From an optimization exercise on the open Yosys and OpenROAD flow, aimed at small area; shortcuts taken in it are not production practice. The RTL was checked by simulation tests, not by an equivalence proof against the original design. Power figures rest on the tool's default switching activity, not on a simulated workload.

`flow/flow/run.sh`:
```
#!/bin/bash
set -euo pipefail
HERE=$(pwd)
FLOWDIR=$HERE/flow

# ORFS synth.tcl with the ABC script replaced by ours
sed -e "s#-script \$abc_script#-script $FLOWDIR/abc_area.script#" \
    $FLOW_HOME/scripts/synth_preamble.tcl > $HERE/my_synth_preamble.tcl
sed -e "s#source \$::env(SCRIPTS_DIR)/synth_preamble.tcl#source $HERE/my_synth_preamble.tcl#" \
    -e "s#extract_fa {\*}\[dont_use_extract_fa_args\]#extract_fa -fa#" \
    $FLOW_HOME/scripts/synth.tcl > $HERE/my_synth.tcl
grep -q "my_synth_preamble.tcl" $HERE/my_synth.tcl
grep -q "extract_fa -fa" $HERE/my_synth.tcl
grep -q "$FLOWDIR/abc_area.script" $HERE/my_synth_preamble.tcl
# The standard flow's synthesis script, sourcing the modified synth.tcl
sed -e "s#source \$::env(SCRIPTS_DIR)/synth.tcl#source $HERE/my_synth.tcl#" \
    $HERE/synth_recipe.tcl > $HERE/my_synth_recipe.tcl
grep -q "my_synth.tcl" $HERE/my_synth_recipe.tcl
# standard.sh with our synthesis script
sed -e "s#SYNTH_SCRIPT=[^ ]*#SYNTH_SCRIPT=$HERE/my_synth_recipe.tcl#" $HERE/standard.sh > $HERE/my_standard.sh
grep -q "my_synth_recipe.tcl" $HERE/my_standard.sh

export SYNTH_ARGS="-noabc"
export BUFFER_PORTS_ARGS="-buffer_cell sky130_fd_sc_hd__buf_1"
if [[ -s $FLOWDIR/cts_args.txt ]]; then
  export CTS_ARGS="$(cat $FLOWDIR/cts_args.txt)"
fi
bash $HERE/my_standard.sh > $HERE/standard.log 2>&1
```
`flow/flow/abc_area.script`:
```
strash
dch -f
amap -A 1000 -F 1000
```
`flow/flow/cts_args.txt`:
```
-sink_clustering_enable -repair_clock_nets -dont_use_dummy_load -buf_list sky130_fd_sc_hd__clkbuf_8 -sink_clustering_size 14 -sink_clustering_max_diameter 60
```
`flow/standard.sh`:
```
#!/bin/bash
# synth_recipe.tcl (not shown) runs the flow's synth.tcl, then flattens the netlist and writes it again
# the make line also repeats each setting of config.mk as NAME=value (left out here)
make -C /OpenROAD-flow-scripts/flow DESIGN_CONFIG=/design/flow/config.mk WORK_HOME=/design/flow/orfs CLKGATE_MAP_FILE= SYNTH_SCRIPT=/design/flow/synth_recipe.tcl "${@:-finish}"
```
`flow/config.mk`:
```
export PLATFORM = sky130hd
export DESIGN_NAME = db_filter
export DESIGN_NICKNAME = db_filter
export VERILOG_FILES = /design/flow/design.v
export SDC_FILE = /design/flow/constraint.sdc
export NUM_CORES = 8
export LEC_CHECK = 0
export CAP_MARGIN = 20
export CORE_MARGIN = 2
export CORE_UTILIZATION = 65
export SETUP_SLACK_MARGIN = 0.1
export SLEW_MARGIN = 20
```
`flow/constraint.sdc`:
```
create_clock -name core_clock -period 9.0 [get_ports {clk}]
set_input_delay 1.8000 -clock core_clock [delete_from_list [all_inputs] [get_ports {clk}]]
set_output_delay 1.8000 -clock core_clock [all_outputs]
set_load 0.01 [all_outputs]
```
`flow/design.v`:
```
`timescale 1ns/100ps                                  
module db_tables ( idx, nalpha1, nts1, nbeta1, tc1, tc2, tc3 );
input  [5:0] idx;
output [7:0] nalpha1, nts1;
output [4:0] nbeta1, tc1, tc2, tc3;
reg    [7:0] nalpha1, nts1;
reg    [4:0] nbeta1, tc1, tc2, tc3;
always @(idx) begin
	case (idx)
	6'd0: begin nalpha1 = 8'd252; nts1 = 8'd253; nbeta1 = 5'd30; tc1 = 5'd0; tc2 = 5'd0; tc3 = 5'd0; end
	6'd1: begin nalpha1 = 8'd252; nts1 = 8'd253; nbeta1 = 5'd30; tc1 = 5'd0; tc2 = 5'd0; tc3 = 5'd0; end
	6'd2: begin nalpha1 = 8'd252; nts1 = 8'd253; nbeta1 = 5'd30; tc1 = 5'd0; tc2 = 5'd0; tc3 = 5'd0; end
	6'd3: begin nalpha1 = 8'd252; nts1 = 8'd253; nbeta1 = 5'd30; tc1 = 5'd0; tc2 = 5'd0; tc3 = 5'd0; end
	6'd4: begin nalpha1 = 8'd252; nts1 = 8'd253; nbeta1 = 5'd30; tc1 = 5'd0; tc2 = 5'd0; tc3 = 5'd0; end
	6'd5: begin nalpha1 = 8'd252; nts1 = 8'd253; nbeta1 = 5'd30; tc1 = 5'd0; tc2 = 5'd0; tc3 = 5'd0; end
	6'd6: begin nalpha1 = 8'd252; nts1 = 8'd253; nbeta1 = 5'd30; tc1 = 5'd0; tc2 = 5'd0; tc3 = 5'd0; end
	6'd7: begin nalpha1 = 8'd252; nts1 = 8'd253; nbeta1 = 5'd30; tc1 = 5'd0; tc2 = 5'd0; tc3 = 5'd0; end
	6'd8: begin nalpha1 = 8'd252; nts1 = 8'd253; nbeta1 = 5'd30; tc1 = 5'd0; tc2 = 5'd0; tc3 = 5'd0; end
	6'd9: begin nalpha1 = 8'd252; nts1 = 8'd253; nbeta1 = 5'd30; tc1 = 5'd0; tc2 = 5'd0; tc3 = 5'd0; end
	6'd10: begin nalpha1 = 8'd252; nts1 = 8'd253; nbeta1 = 5'd30; tc1 = 5'd0; tc2 = 5'd0; tc3 = 5'd0; end
	6'd11: begin nalpha1 = 8'd252; nts1 = 8'd253; nbeta1 = 5'd30; tc1 = 5'd0; tc2 = 5'd0; tc3 = 5'd0; end
	6'd12: begin nalpha1 = 8'd252; nts1 = 8'd253; nbeta1 = 5'd30; tc1 = 5'd0; tc2 = 5'd0; tc3 = 5'd0; end
	6'd13: begin nalpha1 = 8'd252; nts1 = 8'd253; nbeta1 = 5'd30; tc1 = 5'd0; tc2 = 5'd0; tc3 = 5'd0; end
	6'd14: begin nalpha1 = 8'd252; nts1 = 8'd253; nbeta1 = 5'd30; tc1 = 5'd0; tc2 = 5'd0; tc3 = 5'd0; end
	6'd15: begin nalpha1 = 8'd252; nts1 = 8'd253; nbeta1 = 5'd30; tc1 = 5'd0; tc2 = 5'd0; tc3 = 5'd0; end
	6'd16: begin nalpha1 = 8'd252; nts1 = 8'd253; nbeta1 = 5'd30; tc1 = 5'd0; tc2 = 5'd0; tc3 = 5'd0; end
	6'd17: begin nalpha1 = 8'd252; nts1 = 8'd253; nbeta1 = 5'd30; tc1 = 5'd0; tc2 = 5'd0; tc3 = 5'd1; end
	6'd18: begin nalpha1 = 8'd251; nts1 = 8'd253; nbeta1 = 5'd30; tc1 = 5'd0; tc2 = 5'd0; tc3 = 5'd1; end
	6'd19: begin nalpha1 = 8'd250; nts1 = 8'd253; nbeta1 = 5'd29; tc1 = 5'd0; tc2 = 5'd0; tc3 = 5'd1; end
	6'd20: begin nalpha1 = 8'd249; nts1 = 8'd253; nbeta1 = 5'd29; tc1 = 5'd0; tc2 = 5'd0; tc3 = 5'd1; end
	6'd21: begin nalpha1 = 8'd248; nts1 = 8'd252; nbeta1 = 5'd29; tc1 = 5'd0; tc2 = 5'd1; tc3 = 5'd1; end
	6'd22: begin nalpha1 = 8'd247; nts1 = 8'd252; nbeta1 = 5'd29; tc1 = 5'd0; tc2 = 5'd1; tc3 = 5'd1; end
	6'd23: begin nalpha1 = 8'd246; nts1 = 8'd252; nbeta1 = 5'd28; tc1 = 5'd1; tc2 = 5'd1; tc3 = 5'd1; end
	6'd24: begin nalpha1 = 8'd244; nts1 = 8'd251; nbeta1 = 5'd28; tc1 = 5'd1; tc2 = 5'd1; tc3 = 5'd1; end
	6'd25: begin nalpha1 = 8'd243; nts1 = 8'd251; nbeta1 = 5'd28; tc1 = 5'd1; tc2 = 5'd1; tc3 = 5'd1; end
	6'd26: begin nalpha1 = 8'd241; nts1 = 8'd251; nbeta1 = 5'd26; tc1 = 5'd1; tc2 = 5'd1; tc3 = 5'd1; end
	6'd27: begin nalpha1 = 8'd239; nts1 = 8'd250; nbeta1 = 5'd26; tc1 = 5'd1; tc2 = 5'd1; tc3 = 5'd2; end
	6'd28: begin nalpha1 = 8'd236; nts1 = 8'd249; nbeta1 = 5'd25; tc1 = 5'd1; tc2 = 5'd1; tc3 = 5'd2; end
	6'd29: begin nalpha1 = 8'd234; nts1 = 8'd249; nbeta1 = 5'd25; tc1 = 5'd1; tc2 = 5'd1; tc3 = 5'd2; end
	6'd30: begin nalpha1 = 8'd231; nts1 = 8'd248; nbeta1 = 5'd24; tc1 = 5'd1; tc2 = 5'd1; tc3 = 5'd2; end
	6'd31: begin nalpha1 = 8'd228; nts1 = 8'd247; nbeta1 = 5'd24; tc1 = 5'd1; tc2 = 5'd2; tc3 = 5'd3; end
	6'd32: begin nalpha1 = 8'd224; nts1 = 8'd246; nbeta1 = 5'd23; tc1 = 5'd1; tc2 = 5'd2; tc3 = 5'd3; end
	6'd33: begin nalpha1 = 8'd220; nts1 = 8'd245; nbeta1 = 5'd23; tc1 = 5'd2; tc2 = 5'd2; tc3 = 5'd3; end
	6'd34: begin nalpha1 = 8'd216; nts1 = 8'd244; nbeta1 = 5'd22; tc1 = 5'd2; tc2 = 5'd2; tc3 = 5'd4; end
	6'd35: begin nalpha1 = 8'd211; nts1 = 8'd243; nbeta1 = 5'd22; tc1 = 5'd2; tc2 = 5'd3; tc3 = 5'd4; end
	6'd36: begin nalpha1 = 8'd206; nts1 = 8'd242; nbeta1 = 5'd21; tc1 = 5'd2; tc2 = 5'd3; tc3 = 5'd4; end
	6'd37: begin nalpha1 = 8'd200; nts1 = 8'd240; nbeta1 = 5'd21; tc1 = 5'd3; tc2 = 5'd3; tc3 = 5'd5; end
	6'd38: begin nalpha1 = 8'd193; nts1 = 8'd239; nbeta1 = 5'd20; tc1 = 5'd3; tc2 = 5'd4; tc3 = 5'd6; end
	6'd39: begin nalpha1 = 8'd185; nts1 = 8'd237; nbeta1 = 5'd20; tc1 = 5'd3; tc2 = 5'd4; tc3 = 5'd6; end
	6'd40: begin nalpha1 = 8'd176; nts1 = 8'd234; nbeta1 = 5'd19; tc1 = 5'd4; tc2 = 5'd5; tc3 = 5'd7; end
	6'd41: begin nalpha1 = 8'd166; nts1 = 8'd232; nbeta1 = 5'd19; tc1 = 5'd4; tc2 = 5'd5; tc3 = 5'd8; end
	6'd42: begin nalpha1 = 8'd155; nts1 = 8'd229; nbeta1 = 5'd18; tc1 = 5'd4; tc2 = 5'd6; tc3 = 5'd9; end
	6'd43: begin nalpha1 = 8'd143; nts1 = 8'd226; nbeta1 = 5'd18; tc1 = 5'd5; tc2 = 5'd7; tc3 = 5'd10; end
	6'd44: begin nalpha1 = 8'd129; nts1 = 8'd223; nbeta1 = 5'd17; tc1 = 5'd6; tc2 = 5'd8; tc3 = 5'd11; end
	6'd45: begin nalpha1 = 8'd112; nts1 = 8'd218; nbeta1 = 5'd17; tc1 = 5'd6; tc2 = 5'd8; tc3 = 5'd13; end
	6'd46: begin nalpha1 = 8'd94; nts1 = 8'd214; nbeta1 = 5'd16; tc1 = 5'd7; tc2 = 5'd10; tc3 = 5'd14; end
	6'd47: begin nalpha1 = 8'd74; nts1 = 8'd209; nbeta1 = 5'd16; tc1 = 5'd8; tc2 = 5'd11; tc3 = 5'd16; end
	6'd48: begin nalpha1 = 8'd53; nts1 = 8'd204; nbeta1 = 5'd15; tc1 = 5'd9; tc2 = 5'd12; tc3 = 5'd18; end
	6'd49: begin nalpha1 = 8'd30; nts1 = 8'd198; nbeta1 = 5'd15; tc1 = 5'd10; tc2 = 5'd13; tc3 = 5'd20; end
	6'd50: begin nalpha1 = 8'd1; nts1 = 8'd191; nbeta1 = 5'd14; tc1 = 5'd11; tc2 = 5'd15; tc3 = 5'd23; end
	6'd51: begin nalpha1 = 8'd1; nts1 = 8'd191; nbeta1 = 5'd14; tc1 = 5'd13; tc2 = 5'd17; tc3 = 5'd25; end
	6'd52: begin nalpha1 = 8'd1; nts1 = 8'd191; nbeta1 = 5'd14; tc1 = 5'd13; tc2 = 5'd17; tc3 = 5'd25; end
	6'd53: begin nalpha1 = 8'd1; nts1 = 8'd191; nbeta1 = 5'd14; tc1 = 5'd13; tc2 = 5'd17; tc3 = 5'd25; end
	6'd54: begin nalpha1 = 8'd1; nts1 = 8'd191; nbeta1 = 5'd14; tc1 = 5'd13; tc2 = 5'd17; tc3 = 5'd25; end
	6'd55: begin nalpha1 = 8'd1; nts1 = 8'd191; nbeta1 = 5'd14; tc1 = 5'd13; tc2 = 5'd17; tc3 = 5'd25; end
	6'd56: begin nalpha1 = 8'd1; nts1 = 8'd191; nbeta1 = 5'd14; tc1 = 5'd13; tc2 = 5'd17; tc3 = 5'd25; end
	6'd57: begin nalpha1 = 8'd1; nts1 = 8'd191; nbeta1 = 5'd14; tc1 = 5'd13; tc2 = 5'd17; tc3 = 5'd25; end
	6'd58: begin nalpha1 = 8'd1; nts1 = 8'd191; nbeta1 = 5'd14; tc1 = 5'd13; tc2 = 5'd17; tc3 = 5'd25; end
	6'd59: begin nalpha1 = 8'd1; nts1 = 8'd191; nbeta1 = 5'd14; tc1 = 5'd13; tc2 = 5'd17; tc3 = 5'd25; end
	6'd60: begin nalpha1 = 8'd1; nts1 = 8'd191; nbeta1 = 5'd14; tc1 = 5'd13; tc2 = 5'd17; tc3 = 5'd25; end
	6'd61: begin nalpha1 = 8'd1; nts1 = 8'd191; nbeta1 = 5'd14; tc1 = 5'd13; tc2 = 5'd17; tc3 = 5'd25; end
	6'd62: begin nalpha1 = 8'd1; nts1 = 8'd191; nbeta1 = 5'd14; tc1 = 5'd13; tc2 = 5'd17; tc3 = 5'd25; end
	6'd63: begin nalpha1 = 8'd1; nts1 = 8'd191; nbeta1 = 5'd14; tc1 = 5'd13; tc2 = 5'd17; tc3 = 5'd25; end
	endcase
end
endmodule
module rca #(parameter W = 8) (a, b, ci, s, co);
input  [W-1:0] a, b;
input          ci;
output [W-1:0] s;
output         co;
wire   [W:0]   c;
assign c[0] = ci;
genvar i;
generate for (i = 0; i < W; i = i + 1) begin : bit_
	assign {c[i+1], s[i]} = a[i] + b[i] + c[i];
end endgenerate
assign co = c[W];
endmodule
module rcc #(parameter W = 8) (a, b, ci, co);
input  [W-1:0] a, b;
input          ci;
output         co;
wire   [W:0]   c;
assign c[0] = ci;
genvar i;
generate for (i = 0; i < W; i = i + 1) begin : bit_
	assign c[i+1] = (a[i] & b[i]) | (c[i] & (a[i] | b[i]));
end endgenerate
assign co = c[W];
endmodule
module beta_test (a, b, nbeta1, ok, dv);
input  [7:0] a, b;
input  [4:0] nbeta1;
output       ok;
output [5:0] dv;                      
wire [7:0] d;
wire       co;
rca #(8) sub (.a(a), .b(~b), .ci(1'b1), .s(d), .co(co));
wire s = ~co;                         
wire [4:0] x = d[4:0] ^ {5{s}};       
wire c5;
rcc #(5) cmp (.a(x), .b(nbeta1), .ci(s), .co(c5));
assign ok = ~c5 & (d[7:5] == {3{s}});
assign dv = {s, d[4:0]};
endmodule
module line_pre ( pix, en, nalpha1, nts1, nbeta1, tc0_l, ntc0_l, tc_c,
                  edge_on, ap, aq, con_s, dm, clip_l, clip_c, difp, difq );
input  [63:0] pix;       
input         en;        
input  [7:0]  nalpha1;   
input  [7:0]  nts1;      
input  [4:0]  nbeta1;    
input  [4:0]  tc0_l;     
input  [5:0]  ntc0_l;    
input  [4:0]  tc_c;      
output        edge_on, ap, aq, con_s;
output [5:0]  dm;
output        clip_l, clip_c;
output [5:0]  difp, difq;
wire [7:0] p2 = pix[55:48], p1 = pix[47:40], p0 = pix[39:32];
wire [7:0] q0 = pix[31:24], q1 = pix[23:16], q2 = pix[15:8];
wire [8:0] e;                                    
wire       e_co;
rca #(8) sub_e (.a(q0), .b(~p0), .ci(1'b1), .s(e[7:0]), .co(e_co));
assign e[8] = ~e_co;
wire       e_s = e[8];
wire [7:0] e_x = e[7:0] ^ {8{e_s}};
wire ca, cs;
rcc #(8) cmp_a (.a(e_x), .b(nalpha1), .ci(e_s), .co(ca));
rcc #(8) cmp_s (.a(e_x), .b(nts1),    .ci(e_s), .co(cs));
assign con_s = ~cs;
wire b_p1, b_q1;
wire [5:0] dp1, dq1, dp2, dq2;        
beta_test bt_p1 (.a(p1), .b(p0), .nbeta1(nbeta1), .ok(b_p1), .dv(dp1));
beta_test bt_q1 (.a(q1), .b(q0), .nbeta1(nbeta1), .ok(b_q1), .dv(dq1));
beta_test bt_p2 (.a(p2), .b(p0), .nbeta1(nbeta1), .ok(ap),   .dv(dp2));
beta_test bt_q2 (.a(q2), .b(q0), .nbeta1(nbeta1), .ok(aq),   .dv(dq2));
assign edge_on = en & ~ca & b_p1 & b_q1;
wire [8:0] u;                                    
wire       u_co;
rca #(8) sub_u (.a(p1), .b(~q1), .ci(1'b1), .s(u[7:0]), .co(u_co));
assign u[8] = ~u_co;
wire [9:0] w;
wire       w_co;
rca #(10) add_w (.a({e_s, e}), .b({u[8], u[8], u[8], u[8:2]}), .ci(1'b1), .s(w), .co(w_co));
wire [8:0] delta = w[9:1];
wire       s     = delta[8];
wire [7:0] y     = delta[7:0] ^ {8{s}};    
wire       big   = |y[7:5];                
assign dm = {s, delta[4:0]};
wire [4:0] dd;
wire       dc;
rca #(5) sub_d (.a(y[4:0]), .b(~tc0_l), .ci(s), .s(dd), .co(dc));
assign clip_l = big | (dc & ((~ap & ~aq) | ((ap ^ aq) & (|dd)) | (ap & aq & (|dd[4:1]))));
wire cc5;
rcc #(5) cmp_c (.a(y[4:0]), .b(~tc_c), .ci(s), .co(cc5));
assign clip_c = big | cc5;
wire [6:0] xp, xq;                               
wire       xp_co, xq_co;
rca #(7) sub_xp (.a({dp2[5], dp2}), .b(~{dp1, 1'b0}), .ci(1'b1), .s(xp), .co(xp_co));
rca #(7) sub_xq (.a({dq2[5], dq2}), .b(~{dq1, 1'b0}), .ci(1'b1), .s(xq), .co(xq_co));
wire [8:0] zp, zq;
wire       zp_co, zq_co;
rca #(9) add_zp (.a({xp[6], xp[6], xp}), .b({e[8], e[8:1]}), .ci(e[0]), .s(zp), .co(zp_co));
rca #(9) sub_zq (.a({xq[6], xq[6], xq}), .b(~{e[8], e[8:1]}), .ci(1'b1), .s(zq), .co(zq_co));
p1_pre pp (.t(zp[8:1]), .tc0(tc0_l), .ntc0(ntc0_l), .dif(difp));
p1_pre pq (.t(zq[8:1]), .tc0(tc0_l), .ntc0(ntc0_l), .dif(difq));
endmodule
module p1_pre (t, tc0, ntc0, dif);
input  [7:0] t;
input  [4:0] tc0;
input  [5:0] ntc0;
output [5:0] dif;
wire       t_s  = t[7];
wire [6:0] t_y  = t[6:0] ^ {7{t_s}};
wire       c5;
rcc #(5) cmp (.a(t_y[4:0]), .b(~tc0), .ci(t_s), .co(c5));
wire       clip = (|t_y[6:5]) | c5;
assign dif = clip ? (t_s ? ntc0 : {1'b0, tc0}) : t[5:0];
endmodule
module add_clip (x, z, ci, y);
input  [7:0] x;
input  [5:0] z;
input        ci;
output [7:0] y;
wire [4:0] lo;
wire       c5;
rca #(5) add_lo (.a(x[4:0]), .b(z[4:0]), .ci(ci), .s(lo), .co(c5));
wire [2:0] xh  = x[7:5];
wire [2:0] inc = {xh[2] ^ (xh[1] & xh[0]), xh[1] ^ xh[0], ~xh[0]};
wire [2:0] dec = {xh[2] ^ (~xh[1] & ~xh[0]), ~(xh[1] ^ xh[0]), ~xh[0]};
wire       sg  = z[5];
wire [2:0] hi  = (sg == c5) ? xh : (c5 ? inc : dec);
wire       ovf = ~sg & c5 & (&xh);
wire       unf = sg & ~c5 & ~(|xh);
assign y = ({hi, lo} | {8{ovf}}) & ~{8{unf}};
endmodule
module add_wrap (x, z, y);
input  [7:0] x;
input  [5:0] z;
output [7:0] y;
wire [4:0] lo;
wire       c5;
rca #(5) add_lo (.a(x[4:0]), .b(z[4:0]), .ci(1'b0), .s(lo), .co(c5));
wire [2:0] xh  = x[7:5];
wire [2:0] inc = {xh[2] ^ (xh[1] & xh[0]), xh[1] ^ xh[0], ~xh[0]};
wire [2:0] dec = {xh[2] ^ (~xh[1] & ~xh[0]), ~(xh[1] ^ xh[0]), ~xh[0]};
wire       sg  = z[5];
wire [2:0] hi  = (sg == c5) ? xh : (c5 ? inc : dec);
assign y = {hi, lo};
endmodule
module line_post ( pix, edge_on, ap, aq, con_s, dm, clip_l, clip_c, difp, difq,
                   t0, t1, t2, tcc, norm, strongf, chroma, pix_o );
input  [63:0] pix;       
input         edge_on;   
input         ap, aq;    
input         con_s;     
input  [5:0]  dm;        
input         clip_l;    
input         clip_c;    
input  [5:0]  difp, difq;  
input  [4:0]  t0, t1, t2;  
input  [4:0]  tcc;       
input         norm;      
input         strongf;   
input         chroma;
output [63:0] pix_o;
wire [7:0] p3 = pix[63:56], p2 = pix[55:48], p1 = pix[47:40], p0 = pix[39:32];
wire [7:0] q0 = pix[31:24], q1 = pix[23:16], q2 = pix[15:8],  q3 = pix[7:0];
wire luma = ~chroma;
wire fn   = edge_on & norm;
wire fs   = edge_on & strongf;
wire sp   = fs & ap & con_s & luma;
wire sq   = fs & aq & con_s & luma;
wire [4:0] tc_l = (ap & aq) ? t2 : ((ap | aq) ? t1 : t0);
wire [4:0] tcs  = chroma ? tcc : tc_l;
wire       clip = chroma ? clip_c : clip_l;
wire       s    = dm[5];
wire [5:0] z    = fn ? {s, (clip ? (tcs ^ {5{s}}) : dm[4:0])} : 6'd0;
wire       zc   = fn & clip & s;
wire [7:0] p0n, q0n;
add_clip ac_p0 (.x(p0), .z(z),  .ci(zc),  .y(p0n));
add_clip ac_q0 (.x(q0), .z(~z), .ci(~zc), .y(q0n));
wire [7:0] p1n, q1n;
add_wrap aw_p1 (.x(p1), .z((fn & ap & luma) ? difp : 6'd0), .y(p1n));
add_wrap aw_q1 (.x(q1), .z((fn & aq & luma) ? difq : 6'd0), .y(q1n));
wire [8:0] pq1, ep, eq;
rca #(8) add_pq1 (.a(p1), .b(q1), .ci(1'b0), .s(pq1[7:0]), .co(pq1[8]));
rca #(8) add_ep  (.a(p1), .b(p0), .ci(1'b1), .s(ep[7:0]),  .co(ep[8]));
rca #(8) add_eq  (.a(q1), .b(q0), .ci(1'b1), .s(eq[7:0]),  .co(eq[8]));
wire [9:0] cc;
rca #(9) add_c (.a(ep), .b(eq), .ci(1'b0), .s(cc[8:0]), .co(cc[9]));
wire [7:0] p0s, p1s, p2s, q0s, q1s, q2s, p0c, q0c;
strong_side ssp (.x3(p3), .x2(p2), .y0(q0), .e(ep), .pq1(pq1), .cc(cc), .y0s(p0s), .y1s(p1s), .y2s(p2s), .y0c(p0c));
strong_side ssq (.x3(q3), .x2(q2), .y0(p0), .e(eq), .pq1(pq1), .cc(cc), .y0s(q0s), .y1s(q1s), .y2s(q2s), .y0c(q0c));
wire [7:0] p0o = fs ? (sp ? p0s : p0c) : p0n;
wire [7:0] q0o = fs ? (sq ? q0s : q0c) : q0n;
wire [7:0] p1o = sp ? p1s : p1n;
wire [7:0] q1o = sq ? q1s : q1n;
wire [7:0] p2o = sp ? p2s : p2;
wire [7:0] q2o = sq ? q2s : q2;
assign pix_o = {p3, p2o, p1o, p0o, q0o, q1o, q2o, q3};
endmodule
module strong_side (x3, x2, y0, e, pq1, cc, y0s, y1s, y2s, y0c);
input  [7:0] x3, x2, y0;
input  [8:0] e, pq1;
input  [9:0] cc;
output [7:0] y0s, y1s, y2s, y0c;
wire [8:0] f;
rca #(8) add_f (.a(x2), .b(y0), .ci(1'b0), .s(f[7:0]), .co(f[8]));
wire [9:0] s;
rca #(9) add_s (.a(e), .b(f), .ci(1'b1), .s(s[8:0]), .co(s[9]));
assign y1s = s[9:2];
wire [10:0] t0;
rca #(10) add_0 (.a(s), .b(cc), .ci(1'b0), .s(t0[9:0]), .co(t0[10]));
assign y0s = t0[10:3];
wire [8:0] m;
rca #(8) add_m (.a(x3), .b(x2), .ci(1'b1), .s(m[7:0]), .co(m[8]));
wire [10:0] t2;
rca #(10) add_2 (.a(s), .b({m, 1'b0}), .ci(1'b0), .s(t2[9:0]), .co(t2[10]));
assign y2s = t2[10:3];
wire [9:0] x;
rca #(9) add_x (.a(e), .b(pq1), .ci(1'b1), .s(x[8:0]), .co(x[9]));
assign y0c = x[9:2];
endmodule
module db_filter ( clk,
					 rst, 
					 bs_luma,
					 bs_chroma_1, 
					 bs_chroma_2, 
                     qp1_i, qp2_i,
					 select,
					 p3_1_i, p2_1_i, p1_1_i, p0_1_i, q0_1_i, q1_1_i, q2_1_i, q3_1_i,
                     p3_2_i, p2_2_i, p1_2_i, p0_2_i, q0_2_i, q1_2_i, q2_2_i, q3_2_i,
                     p3_3_i, p2_3_i, p1_3_i, p0_3_i, q0_3_i, q1_3_i, q2_3_i, q3_3_i,
                     p3_4_i, p2_4_i, p1_4_i, p0_4_i, q0_4_i, q1_4_i, q2_4_i, q3_4_i,
					 p3_1_o, p2_1_o, p1_1_o, p0_1_o, q0_1_o, q1_1_o, q2_1_o, q3_1_o,
                     p3_2_o, p2_2_o, p1_2_o, p0_2_o, q0_2_o, q1_2_o, q2_2_o, q3_2_o,
                     p3_3_o, p2_3_o, p1_3_o, p0_3_o, q0_3_o, q1_3_o, q2_3_o, q3_3_o,
                     p3_4_o, p2_4_o, p1_4_o, p0_4_o, q0_4_o, q1_4_o, q2_4_o, q3_4_o
                    );
input clk;
input rst;
input [2:0] bs_luma;
input [2:0] bs_chroma_1;
input [2:0] bs_chroma_2;
input [5:0] qp1_i, qp2_i;
input select;                  
input [7:0] p3_1_i, p2_1_i, p1_1_i, p0_1_i, q0_1_i, q1_1_i, q2_1_i, q3_1_i;
input [7:0] p3_2_i, p2_2_i, p1_2_i, p0_2_i, q0_2_i, q1_2_i, q2_2_i, q3_2_i;
input [7:0] p3_3_i, p2_3_i, p1_3_i, p0_3_i, q0_3_i, q1_3_i, q2_3_i, q3_3_i;
input [7:0] p3_4_i, p2_4_i, p1_4_i, p0_4_i, q0_4_i, q1_4_i, q2_4_i, q3_4_i;
output [7:0] p3_1_o, p2_1_o, p1_1_o, p0_1_o, q0_1_o, q1_1_o, q2_1_o, q3_1_o;
output [7:0] p3_2_o, p2_2_o, p1_2_o, p0_2_o, q0_2_o, q1_2_o, q2_2_o, q3_2_o;
output [7:0] p3_3_o, p2_3_o, p1_3_o, p0_3_o, q0_3_o, q1_3_o, q2_3_o, q3_3_o;
output [7:0] p3_4_o, p2_4_o, p1_4_o, p0_4_o, q0_4_o, q1_4_o, q2_4_o, q3_4_o;
wire [6:0] qpav1 = qp1_i + qp2_i + 7'd1;
wire [5:0] index = qpav1[6:1];
wire [255:0] pix_i = {p3_1_i, p2_1_i, p1_1_i, p0_1_i, q0_1_i, q1_1_i, q2_1_i, q3_1_i,
                      p3_2_i, p2_2_i, p1_2_i, p0_2_i, q0_2_i, q1_2_i, q2_2_i, q3_2_i,
                      p3_3_i, p2_3_i, p1_3_i, p0_3_i, q0_3_i, q1_3_i, q2_3_i, q3_3_i,
                      p3_4_i, p2_4_i, p1_4_i, p0_4_i, q0_4_i, q1_4_i, q2_4_i, q3_4_i};
reg valid_1, valid_2;
always @(posedge clk or negedge rst) begin
	if(!rst) begin
		valid_1 <= 1'b0;
		valid_2 <= 1'b0;
	end
	else begin
		valid_1 <= 1'b1;
		valid_2 <= valid_1;
	end
end
reg [255:0] pix_1;
reg [5:0]   index_1;
reg [2:0]   bsl_1, bsc1_1, bsc2_1;
always @(posedge clk)
	pix_1   <= pix_i;
always @(posedge clk or negedge rst) begin
	if(!rst) begin
		index_1 <= 0;
		bsl_1   <= 0;
		bsc1_1  <= 0;
		bsc2_1  <= 0;
	end
	else begin
		index_1 <= index;
		bsl_1   <= bs_luma;
		bsc1_1  <= bs_chroma_1;
		bsc2_1  <= bs_chroma_2;
	end
end
wire       en = index_1[5] | index_1[4];      
wire [7:0] nalpha1, nts1;
wire [4:0] nbeta1, tc1, tc2, tc3;
db_tables tab (.idx(index_1), .nalpha1(nalpha1), .nts1(nts1), .nbeta1(nbeta1), .tc1(tc1), .tc2(tc2), .tc3(tc3));
wire [4:0] tc0_l  = bsl_1[1]  ? (bsl_1[0]  ? tc3 : tc2) : tc1;
wire [4:0] tc0_c1 = bsc1_1[1] ? (bsc1_1[0] ? tc3 : tc2) : tc1;
wire [4:0] tc0_c2 = bsc2_1[1] ? (bsc2_1[0] ? tc3 : tc2) : tc1;
wire [5:0] ntc0_l = 6'd0 - {1'b0, tc0_l};
wire [4:0] tc_c1  = tc0_c1 + 5'd1;
wire [4:0] tc_c2  = tc0_c2 + 5'd1;
wire [3:0] edge_on, ap, aq, con_s, clip_lm, clip_cm;
wire [23:0] dm, difp, difq;
line_pre pre1 (.pix(pix_1[255:192]), .en(en), .nalpha1(nalpha1), .nts1(nts1), .nbeta1(nbeta1), .tc0_l(tc0_l), .ntc0_l(ntc0_l), .tc_c(tc_c1),
               .edge_on(edge_on[3]), .ap(ap[3]), .aq(aq[3]), .con_s(con_s[3]), .dm(dm[23:18]), .clip_l(clip_lm[3]), .clip_c(clip_cm[3]), .difp(difp[23:18]), .difq(difq[23:18]));
line_pre pre2 (.pix(pix_1[191:128]), .en(en), .nalpha1(nalpha1), .nts1(nts1), .nbeta1(nbeta1), .tc0_l(tc0_l), .ntc0_l(ntc0_l), .tc_c(tc_c1),
               .edge_on(edge_on[2]), .ap(ap[2]), .aq(aq[2]), .con_s(con_s[2]), .dm(dm[17:12]), .clip_l(clip_lm[2]), .clip_c(clip_cm[2]), .difp(difp[17:12]), .difq(difq[17:12]));
line_pre pre3 (.pix(pix_1[127:64]),  .en(en), .nalpha1(nalpha1), .nts1(nts1), .nbeta1(nbeta1), .tc0_l(tc0_l), .ntc0_l(ntc0_l), .tc_c(tc_c2),
               .edge_on(edge_on[1]), .ap(ap[1]), .aq(aq[1]), .con_s(con_s[1]), .dm(dm[11:6]),  .clip_l(clip_lm[1]), .clip_c(clip_cm[1]), .difp(difp[11:6]),  .difq(difq[11:6]));
line_pre pre4 (.pix(pix_1[63:0]),    .en(en), .nalpha1(nalpha1), .nts1(nts1), .nbeta1(nbeta1), .tc0_l(tc0_l), .ntc0_l(ntc0_l), .tc_c(tc_c2),
               .edge_on(edge_on[0]), .ap(ap[0]), .aq(aq[0]), .con_s(con_s[0]), .dm(dm[5:0]),    .clip_l(clip_lm[0]), .clip_c(clip_cm[0]), .difp(difp[5:0]),    .difq(difq[5:0]));
wire norm_l    = (bsl_1  == 3'd1) | (bsl_1  == 3'd2) | (bsl_1  == 3'd3);
wire norm_c1   = (bsc1_1 == 3'd1) | (bsc1_1 == 3'd2) | (bsc1_1 == 3'd3);
wire norm_c2   = (bsc2_1 == 3'd1) | (bsc2_1 == 3'd2) | (bsc2_1 == 3'd3);
wire strong_l  = (bsl_1  == 3'd4);
wire strong_c1 = (bsc1_1 == 3'd4);
wire strong_c2 = (bsc2_1 == 3'd4);
reg [255:0] pix_2;
reg [3:0]   edge_on_2, ap_2, aq_2, con_s_2, clip_l_2, clip_c_2;
reg [23:0]  dm_2, difp_2, difq_2;
reg [4:0]   tc0_l_2, tc_c1_2, tc_c2_2;
reg         norm_l_2, norm_c1_2, norm_c2_2, strong_l_2, strong_c1_2, strong_c2_2;
always @(posedge clk) begin
		pix_2      <= pix_1;
		edge_on_2  <= edge_on;
		ap_2       <= ap;
		aq_2       <= aq;
		con_s_2    <= con_s;
		clip_l_2   <= clip_lm;
		clip_c_2   <= clip_cm;
		dm_2       <= dm;
		difp_2     <= difp;
		difq_2     <= difq;
		tc0_l_2    <= tc0_l;
		tc_c1_2    <= tc_c1;
		tc_c2_2    <= tc_c2;
		norm_l_2   <= norm_l;
		norm_c1_2  <= norm_c1;
		norm_c2_2  <= norm_c2;
		strong_l_2 <= strong_l;
		strong_c1_2<= strong_c1;
		strong_c2_2<= strong_c2;
end
wire [4:0] t1 = tc0_l_2 + 5'd1;
wire [4:0] t2 = tc0_l_2 + 5'd2;
wire norm_a   = select ? norm_c1_2   : norm_l_2;
wire norm_b   = select ? norm_c2_2   : norm_l_2;
wire strong_a = select ? strong_c1_2 : strong_l_2;
wire strong_b = select ? strong_c2_2 : strong_l_2;
wire [255:0] pix_o;
line_post post1 (.pix(pix_2[255:192]), .edge_on(edge_on_2[3]), .ap(ap_2[3]), .aq(aq_2[3]), .con_s(con_s_2[3]), .dm(dm_2[23:18]), .clip_l(clip_l_2[3]), .clip_c(clip_c_2[3]),
                 .difp(difp_2[23:18]), .difq(difq_2[23:18]), .t0(tc0_l_2), .t1(t1), .t2(t2), .tcc(tc_c1_2), .norm(norm_a), .strongf(strong_a), .chroma(select), .pix_o(pix_o[255:192]));
line_post post2 (.pix(pix_2[191:128]), .edge_on(edge_on_2[2]), .ap(ap_2[2]), .aq(aq_2[2]), .con_s(con_s_2[2]), .dm(dm_2[17:12]), .clip_l(clip_l_2[2]), .clip_c(clip_c_2[2]),
                 .difp(difp_2[17:12]), .difq(difq_2[17:12]), .t0(tc0_l_2), .t1(t1), .t2(t2), .tcc(tc_c1_2), .norm(norm_a), .strongf(strong_a), .chroma(select), .pix_o(pix_o[191:128]));
line_post post3 (.pix(pix_2[127:64]),  .edge_on(edge_on_2[1]), .ap(ap_2[1]), .aq(aq_2[1]), .con_s(con_s_2[1]), .dm(dm_2[11:6]),  .clip_l(clip_l_2[1]), .clip_c(clip_c_2[1]),
                 .difp(difp_2[11:6]),  .difq(difq_2[11:6]),  .t0(tc0_l_2), .t1(t1), .t2(t2), .tcc(tc_c2_2), .norm(norm_b), .strongf(strong_b), .chroma(select), .pix_o(pix_o[127:64]));
line_post post4 (.pix(pix_2[63:0]),    .edge_on(edge_on_2[0]), .ap(ap_2[0]), .aq(aq_2[0]), .con_s(con_s_2[0]), .dm(dm_2[5:0]),    .clip_l(clip_l_2[0]), .clip_c(clip_c_2[0]),
                 .difp(difp_2[5:0]),   .difq(difq_2[5:0]),   .t0(tc0_l_2), .t1(t1), .t2(t2), .tcc(tc_c2_2), .norm(norm_b), .strongf(strong_b), .chroma(select), .pix_o(pix_o[63:0]));
assign {p3_1_o, p2_1_o, p1_1_o, p0_1_o, q0_1_o, q1_1_o, q2_1_o, q3_1_o,
        p3_2_o, p2_2_o, p1_2_o, p0_2_o, q0_2_o, q1_2_o, q2_2_o, q3_2_o,
        p3_3_o, p2_3_o, p1_3_o, p0_3_o, q0_3_o, q1_3_o, q2_3_o, q3_3_o,
        p3_4_o, p2_4_o, p1_4_o, p0_4_o, q0_4_o, q1_4_o, q2_4_o, q3_4_o} = pix_o & {256{valid_2}};
endmodule
```
==> results of run 1 <==
[what timing repair did]
| action | CTS | global route |
|---|---|---|
| resized for setup | 63 | 99 |
| buffers inserted | 10 | 8 |
| pin swaps | 10 | 9 |
| setup endpoints to repair | 21 | 61 |
| hold endpoints to repair | 0 | 0 |
[registers in the layout, indices dropped and copies added (netlist names), 5 cells and up]
register	flops
difp_2	24
difq_2	24
dm_2	24
index_1	6
pix_1	256
pix_2	256
tc0_l_2	5
tc_c1_2	5
tc_c2_2	5
[layer usage]
layer  vias up  routed length, um  global-route usage (%)
met1     18200              54700                    55.4
li1      16100                  -                       -
met4         4               7410                    18.7
met5         -                 17                       0
met2      2276              66700                    64.3
met3       487              14400                    9.03
[cells in the mapped netlist (13+ instances only)]
cell / count / share of area, %
o221ai_1: 41 / 0.81
a21oi_1: 273 / 3.1
nor2_1: 585 / 5.0
o22a_1: 81 / 1.6
nand3_1: 24 / 0.27
a221o_1: 13 / 0.29
nand4_1: 17 / 0.24
nor3_1: 36 / 0.41
o22ai_1: 159 / 2.2
nor4_1: 30 / 0.42
nand2_1: 192 / 1.6
o21ai_0: 271 / 3.1
o21a_1: 27 / 0.46
a22oi_1: 191 / 3.2
a222oi_1: 57 / 1.3
o221a_1: 20 / 0.51
a31oi_1: 13 / 0.18
fa_1: 837 / 38
a211oi_1: 17 / 0.29
nor2b_1: 96 / 1.4
dfxtp_1: 629 / 28
dfrtp_1: 17 / 0.96
clkinv_1: 512 / 4.3
[cell usage in the layout (no fill, tap or decap), types with 20 or more instances in the layout]
| cell | n |
|---|---|
| nor4_1 | 22 |
| o221a_1 | 20 |
| nor2b_1 | 96 |
| o21a_1 | 27 |
| clkbuf_8 | 58 |
| buf_1 | 524 |
| clkinv_1 | 490 |
| o21ai_0 | 259 |
| fa_1 | 750 |
| a222oi_1 | 57 |
| nand3_1 | 24 |
| o22ai_1 | 157 |
| dfxtp_1 | 624 |
| buf_4 | 81 |
| nor3_1 | 36 |
| o221ai_1 | 41 |
| a22oi_1 | 186 |
| o22a_1 | 81 |
| nand2_1 | 190 |
| fa_2 | 87 |
| nor2_1 | 571 |
| a21oi_1 | 271 |
[worst min path at each step]
| stage | end | from | slack (ps) | depth (start not counted) |
|---|---|---|---|---|
| 2_1_floorplan | pix_2[0]$_DFF_P_ | pix_1[0]$_DFF_P_ | 310 | 0 |
| 3_3_place_gp | pix_2[70]$_DFF_P_ | pix_1[70]$_DFF_P_ | 310 | 0 |
| 3_5_place_dp | pix_2[130]$_DFF_P_ | pix_1[130]$_DFF_P_ | 310 | 0 |
| 4_1_cts | pix_2[129]$_DFF_P_ | pix_1[129]$_DFF_P_ | 260 | 0 |
| 5_1_grt | pix_2[185]$_DFF_P_ | pix_1[185]$_DFF_P_ | 260 | 0 |
| 6_report | pix_2[129]$_DFF_P_ | pix_1[129]$_DFF_P_ | 270 | 0 |
[power groups by stage]
stage	Combinational, mW	Clock (mW)	Sequential, mW
4_1_cts	7.09	1.55	3.45
6_report	7.43	1.53	3.46
5_1_grt	8.22	1.65	3.49
3_5_place_dp	6.98	0	3.52
2_1_floorplan	5.08	0	3.41
3_3_place_gp	6.71	0	3.51
[logic make-up (layout without fill, tap and decap cells)]
logic type / count (synthesis) / count (layout)
compound gates: 1221 / 1221
simple gates: 1025 / 1025
fa+ha+maj: 837 / 837
flops: 646 / 646
xor+xnor: 6 / 6
other cells: 1 / 2
buf+inv: 512 / 1187
[layout make-up]
cell class | count | share of cell area (%)
diodes | 1 | 0.00509
clock buffers | 58 | 1.62
inverters | 512 | 3.95
multi-input cells | 3090 | 60.4
flip-flops and latches | 646 | 26.5
well taps | 873 | 2.22
repair buffers | 617 | 5.36
[worst max-delay path, delay by kind of cell, from the launching register on]
family,cells,cell delay (ps)
fa+ha+maj,11,5020
flops,1,370
simple gates,2,200
compound gates,1,220
buf+inv,3,420
==> flow_summary.html, run 1 <==
<table>
<tr><th>Metric</th><th>Value</th></tr>
<tr><th colspan="2">Outcome</th></tr>
<tr><td>Result of the run</td><td>complete, no violations</td></tr>
<tr><th colspan="2">Floorplan</th></tr>
<tr><td>Die Outline Area</td><td>0.0702 sq mm</td></tr>
<tr><td># IOs</td><td>536</td></tr>
<tr><td>Floorplan row count</td><td>95</td></tr>
<tr><td>Die width</td><td>265 um</td></tr>
<tr><td>Core region area</td><td>0.0673 sq mm</td></tr>
<tr><td>Die H</td><td>265 um</td></tr>
<tr><td>Effective utilization at floorplan</td><td>65.8%</td></tr>
<tr><th colspan="2">Power and ir drop</th></tr>
<tr><td>Part of the power in combinational logic</td><td>59.8%</td></tr>
<tr><td>Max VDD drop</td><td>198 uV</td></tr>
<tr><td>Proportion of power drawn by the clock network</td><td>12.3%</td></tr>
<tr><td>Design Power</td><td>12.4 mW</td></tr>
<tr><td>Switching power total</td><td>5.49 mW</td></tr>
<tr><td>Share of total power consumed by net switching</td><td>44.2%</td></tr>
<tr><td>Leakage component of the power</td><td>18.1 nW</td></tr>
<tr><td>Pwr dens</td><td>252 mW/mm^2</td></tr>
<tr><td>Sequential cell fraction of total power</td><td>27.8%</td></tr>
<tr><td>Total internal power</td><td>6.93 mW</td></tr>
<tr><th colspan="2">Final layout</th></tr>
<tr><td>Sequential Area</td><td>0.0130 sq mm</td></tr>
<tr><td>Utilization after layout</td><td>73.1%</td></tr>
<tr><td>Count of non-filler cells in the finished layout</td><td>5797</td></tr>
<tr><td>Post-route design area</td><td>0.0492 sq mm</td></tr>
<tr><td>Multi-input combinational cell area</td><td>0.0297 sq mm</td></tr>
<tr><td>Total Nets Final</td><td>6042</td></tr>
<tr><td>Post-synthesis to final-layout area growth</td><td>11.2%</td></tr>
<tr><td>Fillcell total</td><td>4968</td></tr>
<tr><td>Layout cell share with drive strength beyond 1</td><td>6.11%</td></tr>
<tr><th colspan="2">Clock network</th></tr>
<tr><td>Number of hold buffers added after cts</td><td>0</td></tr>
<tr><td>Worst-path clk slew</td><td>90 ps</td></tr>
<tr><td>H-Tree Depth</td><td>2</td></tr>
<tr><td>Clock latency reported for the late side of the worst-skew pair</td><td>750 ps</td></tr>
<tr><td>Sinks on Clock Net</td><td>646</td></tr>
<tr><td>Inserted Clock Buffers</td><td>58</td></tr>
<tr><td>CTS tree</td><td>done</td></tr>
<tr><td>Largest buffer count on any clock path</td><td>3</td></tr>
<tr><td>CTS root buffer</td><td>clkbuf_8</td></tr>
<tr><th colspan="2">Route</th></tr>
<tr><td>Routed vias</td><td>37000</td></tr>
<tr><td>Vias per cell</td><td>6.38</td></tr>
<tr><td>Remaining DRCs</td><td>0</td></tr>
<tr><td>Detailed Route WL</td><td>143000 um</td></tr>
<tr><td>Violation count after the first detailed-routing iteration</td><td>4508</td></tr>
<tr><td>Number of optimization iterations in the first detailed-route pass</td><td>10</td></tr>
<tr><td>Routed length per instance</td><td>24.7 um</td></tr>
<tr><td>Number of nets with antenna violations after routing</td><td>0</td></tr>
<tr><th colspan="2">Worst setup path</th></tr>
<tr><td>Termination of the worst setup path</td><td>q2_2_o[6]</td></tr>
<tr><td>Critical path data arrival time</td><td>6940 ps</td></tr>
<tr><td>Terminus of the critical flop-to-flop path</td><td>difp_2[16]$_DFF_P_</td></tr>
<tr><td>Reg2reg path depth</td><td>25</td></tr>
<tr><td>Internal reg-to-reg setup slack</td><td>560 ps</td></tr>
<tr><td>Cell at the slowest stage of the critical path</td><td>fa_1</td></tr>
<tr><td>Worst setup path startpoint</td><td>pix_2[160]$_DFF_P_</td></tr>
<tr><td>Crit Reg-Reg Startpoint</td><td>pix_1[161]$_DFF_P_</td></tr>
<tr><td>Stage delay of the slowest cell on the critical path</td><td>530 ps</td></tr>
<tr><td>Peak fanout along the critical path</td><td>4</td></tr>
<tr><td>Worst setup EP type</td><td>primary output</td></tr>
<tr><td>Setup crit start kind</td><td>register</td></tr>
<tr><td>Cell repeated most along the worst path</td><td>fa_1</td></tr>
<tr><td>Data required time of the worst path</td><td>7200 ps</td></tr>
<tr><td>Worst path cell trace</td><td>clkinv_2, nor2_2, fa_1, fa_1, fa_2, fa_1, buf_4, fa_1, fa_1, fa_1, fa_2, fa_1, fa_1, fa_1, a22oi_1, nor2_1, buf_1</td></tr>
<tr><td>Crit path kind</td><td>reg -&gt; out</td></tr>
<tr><th colspan="2">Placement</th></tr>
<tr><td>Number of buffers inserted by port buffering</td><td>535</td></tr>
<tr><td>Area of placed instances</td><td>0.0479 sq mm</td></tr>
<tr><td>Post-detail-place hpwl</td><td>118000 um</td></tr>
<tr><td>Worst setup slack before clock tree synthesis</td><td>245 ps</td></tr>
<tr><td>Cells after DPL</td><td>5719</td></tr>
<tr><td>Routability congestion estimate</td><td>1.01</td></tr>
<tr><th colspan="2">STA</th></tr>
<tr><td>Transition time of the tightest slew-check pin</td><td>1270 ps</td></tr>
<tr><td>Final setup violation count</td><td>0</td></tr>
<tr><td>Number of pins exceeding their max-slew limit in the final report</td><td>0</td></tr>
<tr><td>Worst clock skew</td><td>71.2 ps</td></tr>
<tr><td>Final clock period utilization by the worst path</td><td>97.1%</td></tr>
<tr><td>RSZ-0062 raised after global routing</td><td>yes</td></tr>
<tr><td>Final-layout worst hold slack</td><td>266 ps</td></tr>
<tr><td>Final Worst Setup Slack</td><td>264 ps</td></tr>
<tr><td>Headroom to the max-slew limit</td><td>15.1%</td></tr>
<tr><td>Sum Neg Setup Slack</td><td>0 ps</td></tr>
<tr><td>Final Hold Vio Count</td><td>0</td></tr>
<tr><td>Final critical-path required period</td><td>8740 ps</td></tr>
<tr><td>Fmax</td><td>114 MHz</td></tr>
<tr><th colspan="2">Synthesis</th></tr>
<tr><td>Post-synth top flop</td><td>dfxtp_1</td></tr>
<tr><td>Share of cell area taken by muxes after synthesis</td><td>0%</td></tr>
<tr><td>Post-synthesis sequential element count</td><td>646</td></tr>
<tr><td>Post-synthesis share of cell area spent on full adders, half adders and majority gates</td><td>37.9%</td></tr>
<tr><td>Synth Area in XOR/XNOR</td><td>0.119%</td></tr>
<tr><td>Number of standard cells after synthesis</td><td>4248</td></tr>
<tr><td>Syn_nets</td><td>5365</td></tr>
<tr><td>Portion of the post-synthesis area used by sequential elements</td><td>29.4%</td></tr>
<tr><td>Main combinational cell family by area after synthesis</td><td>adder cells</td></tr>
<tr><td>Yosys warning count</td><td>2</td></tr>
<tr><td>Simple-Gate Fraction of Synth Area</td><td>10.0%</td></tr>
<tr><td>Share of synthesized flip-flops with an asynchronous set or reset</td><td>2.63%</td></tr>
<tr><td>Synthesized area per cell</td><td>10.4 sq um</td></tr>
<tr><td>Number of enable flip-flop cells after synthesis</td><td>0</td></tr>
<tr><td>Synthesized area</td><td>0.0442 sq mm</td></tr>
<tr><td>Count of unique library cells instantiated by Yosys</td><td>50</td></tr>
<tr><td>Area fraction in compound gates after synthesis</td><td>18.2%</td></tr>
<tr><th colspan="2">Global route</th></tr>
<tr><td>Number of global-route vias before repair</td><td>37200</td></tr>
<tr><td>Leftover overflow at the end of global routing</td><td>0</td></tr>
<tr><td>Global-route usage over all layers</td><td>41.1%</td></tr>
<tr><td>Largest net degree at the start of global routing</td><td>148</td></tr>
<tr><td>Global-route wire length before repair</td><td>217000 um</td></tr>
<tr><td>Initial antenna violation count</td><td>4</td></tr>
<tr><th colspan="2">Worst hold path</th></tr>
<tr><td>Worst hold path class</td><td>reg -&gt; reg</td></tr>
<tr><th colspan="2">Job</th></tr>
<tr><td>Number of max-capacitance violations reported</td><td>0</td></tr>
</table>
==> run 2: changes to the inputs <==
==> flow/flow/cts_args.txt (replaced) <==
-sink_clustering_enable -repair_clock_nets -dont_use_dummy_load -buf_list sky130_fd_sc_hd__clkbuf_8 -sink_clustering_size 16 -sink_clustering_max_diameter 60
==> run 2 against run 1 <==
Sequential share of layout area is essentially flat. Global-route usage is 0.068 points lower. Utilization fell by 0.067 points. Die area stayed put. Final cell count about the same. Worst setup slack improved by 2.9 ps. Wire length shrank 0.13%. Non-clock buffer count rose by 1. Critical endpoint is now p2_2_o[6].
==> flow_summary.html, run 2 <==
<table>
<tr><th>Metric</th><th>Value</th></tr>
<tr><th colspan="2">Worst setup path</th></tr>
<tr><td>Internal reg-to-reg setup slack</td><td>600 ps (+40 ps)</td></tr>
<tr><td>Peak fanout along the critical path</td><td>6 (+2)</td></tr>
<tr><td>Data required time of the worst path</td><td>7200 ps (about the same)</td></tr>
<tr><td>Crit path kind</td><td>reg -&gt; out</td></tr>
<tr><td>Setup crit start kind</td><td>register</td></tr>
<tr><td>Critical path data arrival time</td><td>6930 ps (about the same)</td></tr>
<tr><td>Worst setup EP type</td><td>primary output</td></tr>
<tr><th colspan="2">Synthesis</th></tr>
<tr><td>Synthesized area per cell</td><td>10.4 sq um (unchanged)</td></tr>
<tr><td>Count of unique library cells instantiated by Yosys</td><td>50 (unchanged)</td></tr>
<tr><td>Post-synthesis sequential element count</td><td>646 (unchanged)</td></tr>
<tr><td>Number of standard cells after synthesis</td><td>4248 (unchanged)</td></tr>
<tr><td>Top cells by area in the synthesized netlist</td><td>fa_1 (38%), dfxtp_1 (28%), nor2_1 (5.0%)</td></tr>
<tr><td>Post-synth top area share</td><td>37.9% (unchanged)</td></tr>
<tr><td>Portion of the post-synthesis area used by sequential elements</td><td>29.4% (unchanged)</td></tr>
<tr><td>Cell type contributing the most total cell area after synthesis</td><td>fa_1</td></tr>
<tr><td>Cell with the most instances after synthesis</td><td>fa_1</td></tr>
<tr><td>Number of enable flip-flop cells after synthesis</td><td>0 (unchanged)</td></tr>
<tr><td>Synthesized area</td><td>0.0442 sq mm (unchanged)</td></tr>
<tr><td>Top cells by instance count after synthesis</td><td>fa_1 (837), dfxtp_1 (629), nor2_1 (585)</td></tr>
<tr><td>Post-synth top flop</td><td>dfxtp_1</td></tr>
<tr><td>Share of synthesized flip-flops with an asynchronous set or reset</td><td>2.63% (unchanged)</td></tr>
<tr><td>Yosys warning count</td><td>2 (unchanged)</td></tr>
<tr><td>Syn_nets</td><td>5365 (unchanged)</td></tr>
<tr><th colspan="2">Floorplan</th></tr>
<tr><td>Die Outline Area</td><td>0.0702 sq mm (unchanged)</td></tr>
<tr><td>Die H</td><td>265 um (unchanged)</td></tr>
<tr><td>Core region area</td><td>0.0673 sq mm (unchanged)</td></tr>
<tr><td>Effective utilization at floorplan</td><td>65.8% (unchanged)</td></tr>
<tr><td>Floorplan row count</td><td>95 (unchanged)</td></tr>
<tr><td># IOs</td><td>536 (unchanged)</td></tr>
<tr><td>Die width</td><td>265 um (unchanged)</td></tr>
<tr><th colspan="2">Route</th></tr>
<tr><td>Routed vias</td><td>36900 (-0.29%)</td></tr>
<tr><td>Violation count after the first detailed-routing iteration</td><td>4550 (+0.93%)</td></tr>
<tr><td>Number of optimization iterations in the first detailed-route pass</td><td>8 (-2)</td></tr>
<tr><td>Detailed Route WL</td><td>143000 um (-0.13%)</td></tr>
<tr><td>Number of nets with antenna violations after routing</td><td>0 (unchanged)</td></tr>
<tr><td>Routed length per instance</td><td>24.7 um (about the same)</td></tr>
<tr><td>Remaining DRCs</td><td>0 (unchanged)</td></tr>
<tr><td>Vias per cell</td><td>6.37 (-0.26%)</td></tr>
<tr><th colspan="2">Power and ir drop</th></tr>
<tr><td>Max VDD drop</td><td>185 uV (-6.3%)</td></tr>
<tr><td>Pwr dens</td><td>252 mW/mm^2 (-0.10%)</td></tr>
<tr><td>Leakage component of the power</td><td>18.1 nW (about the same)</td></tr>
<tr><td>Share of total power consumed by net switching</td><td>44.3% (+0.076 points)</td></tr>
<tr><td>Sequential cell fraction of total power</td><td>27.9% (about the same)</td></tr>
<tr><td>Total internal power</td><td>6.91 mW (-0.33%)</td></tr>
<tr><td>Part of the power in combinational logic</td><td>60.1% (+0.3 points)</td></tr>
<tr><td>Switching power total</td><td>5.49 mW (about the same)</td></tr>
<tr><td>Proportion of power drawn by the clock network</td><td>12.0% (-0.3 points)</td></tr>
<tr><th colspan="2">Final layout</th></tr>
<tr><td>Post-route design area</td><td>0.0492 sq mm (about the same)</td></tr>
<tr><td>Post-synthesis to final-layout area growth</td><td>11.1% (about the same)</td></tr>
<tr><td>Largest registers</td><td>pix_1: 256 flops, pix_2: 256 flops</td></tr>
<tr><td>Total Nets Final</td><td>6040 (-0.033%)</td></tr>
<tr><td>Fillcell total</td><td>4989 (+0.42%)</td></tr>
<tr><td>Layout cell share with drive strength beyond 1</td><td>6.10% (-0.018 points)</td></tr>
<tr><td>Commonest cells after routing, fill and taps aside</td><td>fa_1 (751), dfxtp_1 (625), nor2_1 (571)</td></tr>
<tr><td>Most common cell after layout, fill and taps aside</td><td>fa_1</td></tr>
<tr><th colspan="2">STA</th></tr>
<tr><td>Final critical-path required period</td><td>8730 ps (-2.90 ps)</td></tr>
<tr><td>Number of pins exceeding their max-slew limit in the final report</td><td>0 (unchanged)</td></tr>
<tr><td>Sum Neg Setup Slack</td><td>0 ps (unchanged)</td></tr>
<tr><td>Fmax</td><td>115 MHz (about the same)</td></tr>
<tr><td>RSZ-0062 raised after global routing</td><td>no</td></tr>
<tr><td>Worst clock skew</td><td>67.6 ps (-3.59 ps)</td></tr>
<tr><td>Headroom to the max-slew limit</td><td>14.2% (-0.90 points)</td></tr>
<tr><td>Final clock period utilization by the worst path</td><td>97.0% (about the same)</td></tr>
<tr><td>Transition time of the tightest slew-check pin</td><td>1290 ps (+13.5 ps)</td></tr>
<tr><td>Final setup violation count</td><td>0 (unchanged)</td></tr>
<tr><td>Final Hold Vio Count</td><td>0 (unchanged)</td></tr>
<tr><th colspan="2">Global route</th></tr>
<tr><td>Initial antenna violation count</td><td>4 (unchanged)</td></tr>
<tr><td>Number of global-route vias before repair</td><td>37200 (+0.057%)</td></tr>
<tr><td>Global-route wire length before repair</td><td>216000 um (-0.13%)</td></tr>
<tr><td>Leftover overflow at the end of global routing</td><td>0 (unchanged)</td></tr>
<tr><td>Global-route usage over all layers</td><td>41.0% (-0.068 points)</td></tr>
<tr><td>Largest net degree at the start of global routing</td><td>148 (unchanged)</td></tr>
<tr><th colspan="2">Clock network</th></tr>
<tr><td>Sinks on Clock Net</td><td>646 (unchanged)</td></tr>
<tr><td>Number of hold buffers added after cts</td><td>0 (unchanged)</td></tr>
<tr><td>CTS root buffer</td><td>clkbuf_8</td></tr>
<tr><td>CTS tree</td><td>done</td></tr>
<tr><td>Largest buffer count on any clock path</td><td>3 (unchanged)</td></tr>
<tr><td>Clock latency reported for the late side of the worst-skew pair</td><td>720 ps (-30 ps)</td></tr>
<tr><td>Worst-path clk slew</td><td>110 ps (+20 ps)</td></tr>
<tr><td>Inserted Clock Buffers</td><td>55 (-5.2%)</td></tr>
<tr><td>H-Tree Depth</td><td>2 (unchanged)</td></tr>
<tr><th colspan="2">Placement</th></tr>
<tr><td>Post-detail-place hpwl</td><td>118000 um (unchanged)</td></tr>
<tr><td>Routability congestion estimate</td><td>1.01 (unchanged)</td></tr>
<tr><td>Number of buffers inserted by port buffering</td><td>535 (unchanged)</td></tr>
<tr><td>Area of placed instances</td><td>0.0479 sq mm (unchanged)</td></tr>
<tr><th colspan="2">Worst hold path</th></tr>
<tr><td>Worst hold path class</td><td>reg -&gt; reg</td></tr>
<tr><th colspan="2">Job</th></tr>
<tr><td>Number of max-capacitance violations reported</td><td>0 (unchanged)</td></tr>
<tr><th colspan="2">Outcome</th></tr>
<tr><td>Result of the run</td><td>complete, no violations</td></tr>
</table>
[run 2: cell types whose count changed in the layout (fill, tap and decap cells not counted), sizes merged]
cell    previous run  this run
clkbuf            65        62
clkinv           499       496
inv               13        16
buf              610       611
[run 2: layout make-up]
type / count / area [sq um] / area share (%)
diodes: 1 / 2.50 / 0.00509
clock buffers: 55 / 757 / 1.54
inverters: 512 / 1940 / 3.96
multi-input cells: 3090 / 29700 / 60.4
flip-flops and latches: 646 / 13000 / 26.5
well taps: 873 / 1090 / 2.22
repair buffers: 618 / 2640 / 5.38
[run 2: metrics by stage]
stage	util, %	std cells	power (mW)	setup slack (ps)	hold WS (ps)
2_1_floorplan	-	4248	8.49	470	310
6_report	73.1	5795	12.4	267	271
3_5_place_dp	71.2	5719	10.5	245	312
4_1_cts	72.7	5784	12.1	48.5	262
3_3_place_gp	71.2	5719	10.2	417	309
5_1_grt	73.1	5795	13.3	79.6	277
[run 2: worst paths after layout]
path	start	end	depth (start not counted)
max	pix_2[168]$_DFF_P_	p2_2_o[6]	17
min	pix_1[129]$_DFF_P_	pix_2[129]$_DFF_P_	0
max reg2reg	pix_1[80]$_DFF_P_	clip_l_2[1]$_DFF_P_	24
min reg2reg	pix_1[129]$_DFF_P_	pix_2[129]$_DFF_P_	0
max in group asynchronous	rst	index_1[0]$_DFF_PN0_	2
min in group asynchronous	rst	bsc1_1[0]$_DFF_PN0_	2
[run 2: what timing repair did]
action | in CTS | in global routing
setup buffers | 10 | 9
pin swaps | 10 | 8
resized for setup | 62 | 99
endpoints found under the setup margin | 22 | 63
[run 2: per-layer routing]
metal	global-route usage (%)	routed length, um	vias up
met4	18.6	7460	4
li1	-	-	16000
met5	0	25	-
met1	55.2	54300	18000
met2	64.3	66700	2286
met3	9.02	14600	514
[run 2: kinds of logic (layout without fill, tap and decap cells)]
kind of cell               Yosys count  in the layout  synth area share, %
adders and majority gates          837            837                 37.9
xor gates and xnor gates             6              6                0.119
other                                1              2              0.00848
DFF                                646            646                 29.4
AOI/OAI and AO/OA                 1221           1221                 18.2
buffers and inverters              512           1185                 4.34
and+or+nand+nor                   1025           1025                 10.0
[run 2: power groups by stage]
stage	Clock [mW]	Combinational, mW	Sequential (mW)
finish	1.49	7.45	3.46
global route	1.60	8.23	3.49
CTS	1.51	7.10	3.46
detailed placement	0	6.98	3.52
global placement	0	6.71	3.51
floorplan	0	5.08	3.41
[run 2: worst max-delay path: stages, from the launching register on]
cell	delay (ps)
dfxtp_1	340
clkinv_1	140
nand2_1	140
fa_2	500
fa_1	410
fa_1	450
fa_1	480
fa_2	430
fa_1	470
fa_1	540
buf_4	170
fa_1	400
fa_1	460
fa_1	440
fa_1	440
a22oi_1	210
nor2_1	60
buf_1	160
==> run 3: changes to the inputs <==
--- a/flow/config.mk
+++ b/flow/config.mk
@@ -9,4 +9,3 @@
 export CORE_MARGIN = 2
-export CORE_UTILIZATION = 65
-export SETUP_SLACK_MARGIN = 0.1
+export CORE_UTILIZATION = 55
 export SLEW_MARGIN = 20
==> run 3 against run 2 <==
Cell area grew 0.34%. Count of clock-buffer cells in the layout is 5 higher. Power down 1.2%. Sequential power about the same. Sequential share of layout area down 0.084 points. Wire length grew 1.3%. Synthesized area unchanged. Synthesized cell count unchanged. Highest routed layer unchanged.
==> flow_summary.html, run 3 <==
<table>
<tr><th>Metric</th><th>Value</th></tr>
<tr><th colspan="2">Route</th></tr>
<tr><td>Violation count after the first detailed-routing iteration</td><td>3558 (-22%)</td></tr>
<tr><td>Number of optimization iterations in the first detailed-route pass</td><td>9 (+1)</td></tr>
<tr><td>Number of nets with antenna violations after routing</td><td>0 (unchanged)</td></tr>
<tr><td>Remaining DRCs</td><td>0 (unchanged)</td></tr>
<tr><th colspan="2">Synthesis</th></tr>
<tr><td>Portion of the post-synthesis area used by sequential elements</td><td>29.4% (unchanged)</td></tr>
<tr><td>Yosys warning count</td><td>2 (unchanged)</td></tr>
<tr><td>Share of synthesized flip-flops with an asynchronous set or reset</td><td>2.63% (unchanged)</td></tr>
<tr><td>Top cells by area in the synthesized netlist</td><td>fa_1 (38%), dfxtp_1 (28%), nor2_1 (5.0%)</td></tr>
<tr><td>Post-synthesis sequential element count</td><td>646 (unchanged)</td></tr>
<tr><th colspan="2">Clock network</th></tr>
<tr><td>CTS tree</td><td>done</td></tr>
<tr><td>Inserted Clock Buffers</td><td>60 (+9.1%)</td></tr>
<tr><td>CTS root buffer</td><td>clkbuf_8</td></tr>
<tr><td>Worst-path clk slew</td><td>100 ps (about the same)</td></tr>
<tr><td>Sinks on Clock Net</td><td>646 (unchanged)</td></tr>
<tr><th colspan="2">Worst setup path</th></tr>
<tr><td>Peak fanout along the critical path</td><td>6 (unchanged)</td></tr>
<tr><td>Critical path data arrival time</td><td>6980 ps (+50 ps)</td></tr>
<tr><td>Data required time of the worst path</td><td>7200 ps (about the same)</td></tr>
<tr><th colspan="2">Outcome</th></tr>
<tr><td>Result of the run</td><td>complete, no violations</td></tr>
<tr><th colspan="2">Final layout</th></tr>
<tr><td>Total Nets Final</td><td>6042 (+0.033%)</td></tr>
<tr><th colspan="2">Power and ir drop</th></tr>
<tr><td>Pwr dens</td><td>248 mW/mm^2 (-1.5%)</td></tr>
<tr><td>Leakage component of the power</td><td>18.2 nW (+0.16%)</td></tr>
<tr><th colspan="2">Placement</th></tr>
<tr><td>Post-detail-place hpwl</td><td>121000 um (+2.5%)</td></tr>
<tr><td>Routability congestion estimate</td><td>1.02 (+0.20%)</td></tr>
<tr><td>Cells after DPL</td><td>5910 (+3.3%)</td></tr>
<tr><td>Number of buffers inserted by port buffering</td><td>535 (unchanged)</td></tr>
<tr><th colspan="2">STA</th></tr>
<tr><td>Fmax</td><td>114 MHz (-0.59%)</td></tr>
<tr><td>Final setup violation count</td><td>0 (unchanged)</td></tr>
<tr><td>Final critical-path required period</td><td>8780 ps (+51.8 ps)</td></tr>
<tr><th colspan="2">Global route</th></tr>
<tr><td>Leftover overflow at the end of global routing</td><td>0 (unchanged)</td></tr>
<tr><td>Number of global-route vias before repair</td><td>35300 (-5.1%)</td></tr>
<tr><td>Initial antenna violation count</td><td>2 (-2)</td></tr>
<tr><td>Global-route usage over all layers</td><td>35.1% (-5.9 points)</td></tr>
<tr><th colspan="2">Job</th></tr>
<tr><td>Number of max-capacitance violations reported</td><td>0 (unchanged)</td></tr>
<tr><th colspan="2">Floorplan</th></tr>
<tr><td>Core region area</td><td>0.0800 sq mm (+19%)</td></tr>
</table>
## run 3: cell count changes in the layout (fill, tap and decap cells not counted), sizes merged
| cell | change |
|---|---|
| clkbuf | +6 |
| buf | -4 |
| clkinv | -1 |
| clkinvlp | +1 |
## run 3: power breakdown
| part | internal, mW | leakage, nW | switching (mW) |
|---|---|---|---|
| Clock | 0.588 | 0.431 | 0.950 |
| Combinational | 3.08 | 12.2 | 4.17 |
| Sequential | 3.19 | 5.50 | 0.272 |
| Total | 6.86 | 18.2 | 5.40 |
## run 3: layout make-up
class	instances	area, sq um
fillers	6896	30700
multi-input cells	3090	29600
flip-flops and latches	646	13000
repair buffers	615	2620
inverters	512	1940
well taps	1060	1330
clock buffers	60	826
diodes	1	2.50
## run 3: critical path, stage by stage, from the launching register on
cell      delay (ps)
dfxtp_1          320
clkinv_1         130
nand2_1          140
fa_2             500
fa_1             480
fa_1             420
fa_2             470
fa_1             450
fa_1             480
fa_1             480
fa_1             480
fa_2             420
fa_1             460
fa_1             530
a22oi_1           80
o32a_1           170
nor2_1           120
buf_1            160
## run 3: routing by layer
metal,global-route usage (%),wire (um),up-vias
li1,-,-,16100
met1,50.2,59800,17700
met2,55.7,68900,1623
met3,5.96,12100,239
met4,9.77,4140,2
met5,0,11,-
## run 3: timing repair
action / CTS / global route
buffers inserted: 5 / 8
gates cloned: 0 / 0
gates resized for setup: 38 / 83
pin swaps: 5 / 9
endpoints found under the setup margin: 14 / 36
## run 3: cell families after synthesis
kind of cell | share of synthesized area (%)
and+or+nand+nor | 10.0
other | 0.00848
AOI/OAI and AO/OA | 18.2
adders and majority gates | 37.9
xor gates and xnor gates | 0.119
DFF | 29.4
buffers and inverters | 4.34
## run 3: worst paths after layout
path	startpoint	to
setup / recovery	pix_2[104]$_DFF_P_	q0_3_o[6]
hold / removal	pix_1[185]$_DFF_P_	pix_2[185]$_DFF_P_
setup reg to reg	pix_1[144]$_DFF_P_	clip_l_2[2]$_DFF_P_
hold reg to reg	pix_1[185]$_DFF_P_	pix_2[185]$_DFF_P_
max in group asynchronous	rst	bsc2_1[2]$_DFF_PN0_
min in group asynchronous	rst	bsc1_1[1]$_DFF_PN0_
## run 3: per-stage QoR
step	hold slack, ps	TNS [ps]	setup slack, ps	power (mW)	area [sq um]
floorplan	310	0	470	8.49	44200
global placement	310	0	361	10.3	48200
detailed placement	312	0	82.2	10.5	48200
CTS	279	0	0.566	12.1	49100
global route	288	-31.2	-13.7	13.3	49300
finish	284	0	216	12.3	49300

==> what the ideal ports hide <==
Ports are ideal in the flow. The routed layouts listed here were re-timed in OpenROAD. Step 1: set_driving_cell puts a clkbuf_16 on clk and a buf_2 on each other input, an assumption about the parent block. Step 2 times the ports against the registers' clock, not the clock port: input delays grow and output delays shrink by t, the midpoint of the rising clock arrivals with the driver on. a / b / c = no drivers / after step 1 / after step 2; a / b = the first two.
| run | t (ns) | setup slack, ns |
|---|---|---|
| run 1 | 0.777 | 0.264 / 0.199 / 0.305 |
| run 2 | 0.760 | 0.267 / 0.203 / 0.255 |
| run 3 | 0.762 | 0.216 / 0.157 / 0.317 |
After both steps setup and hold are still met in every run listed.
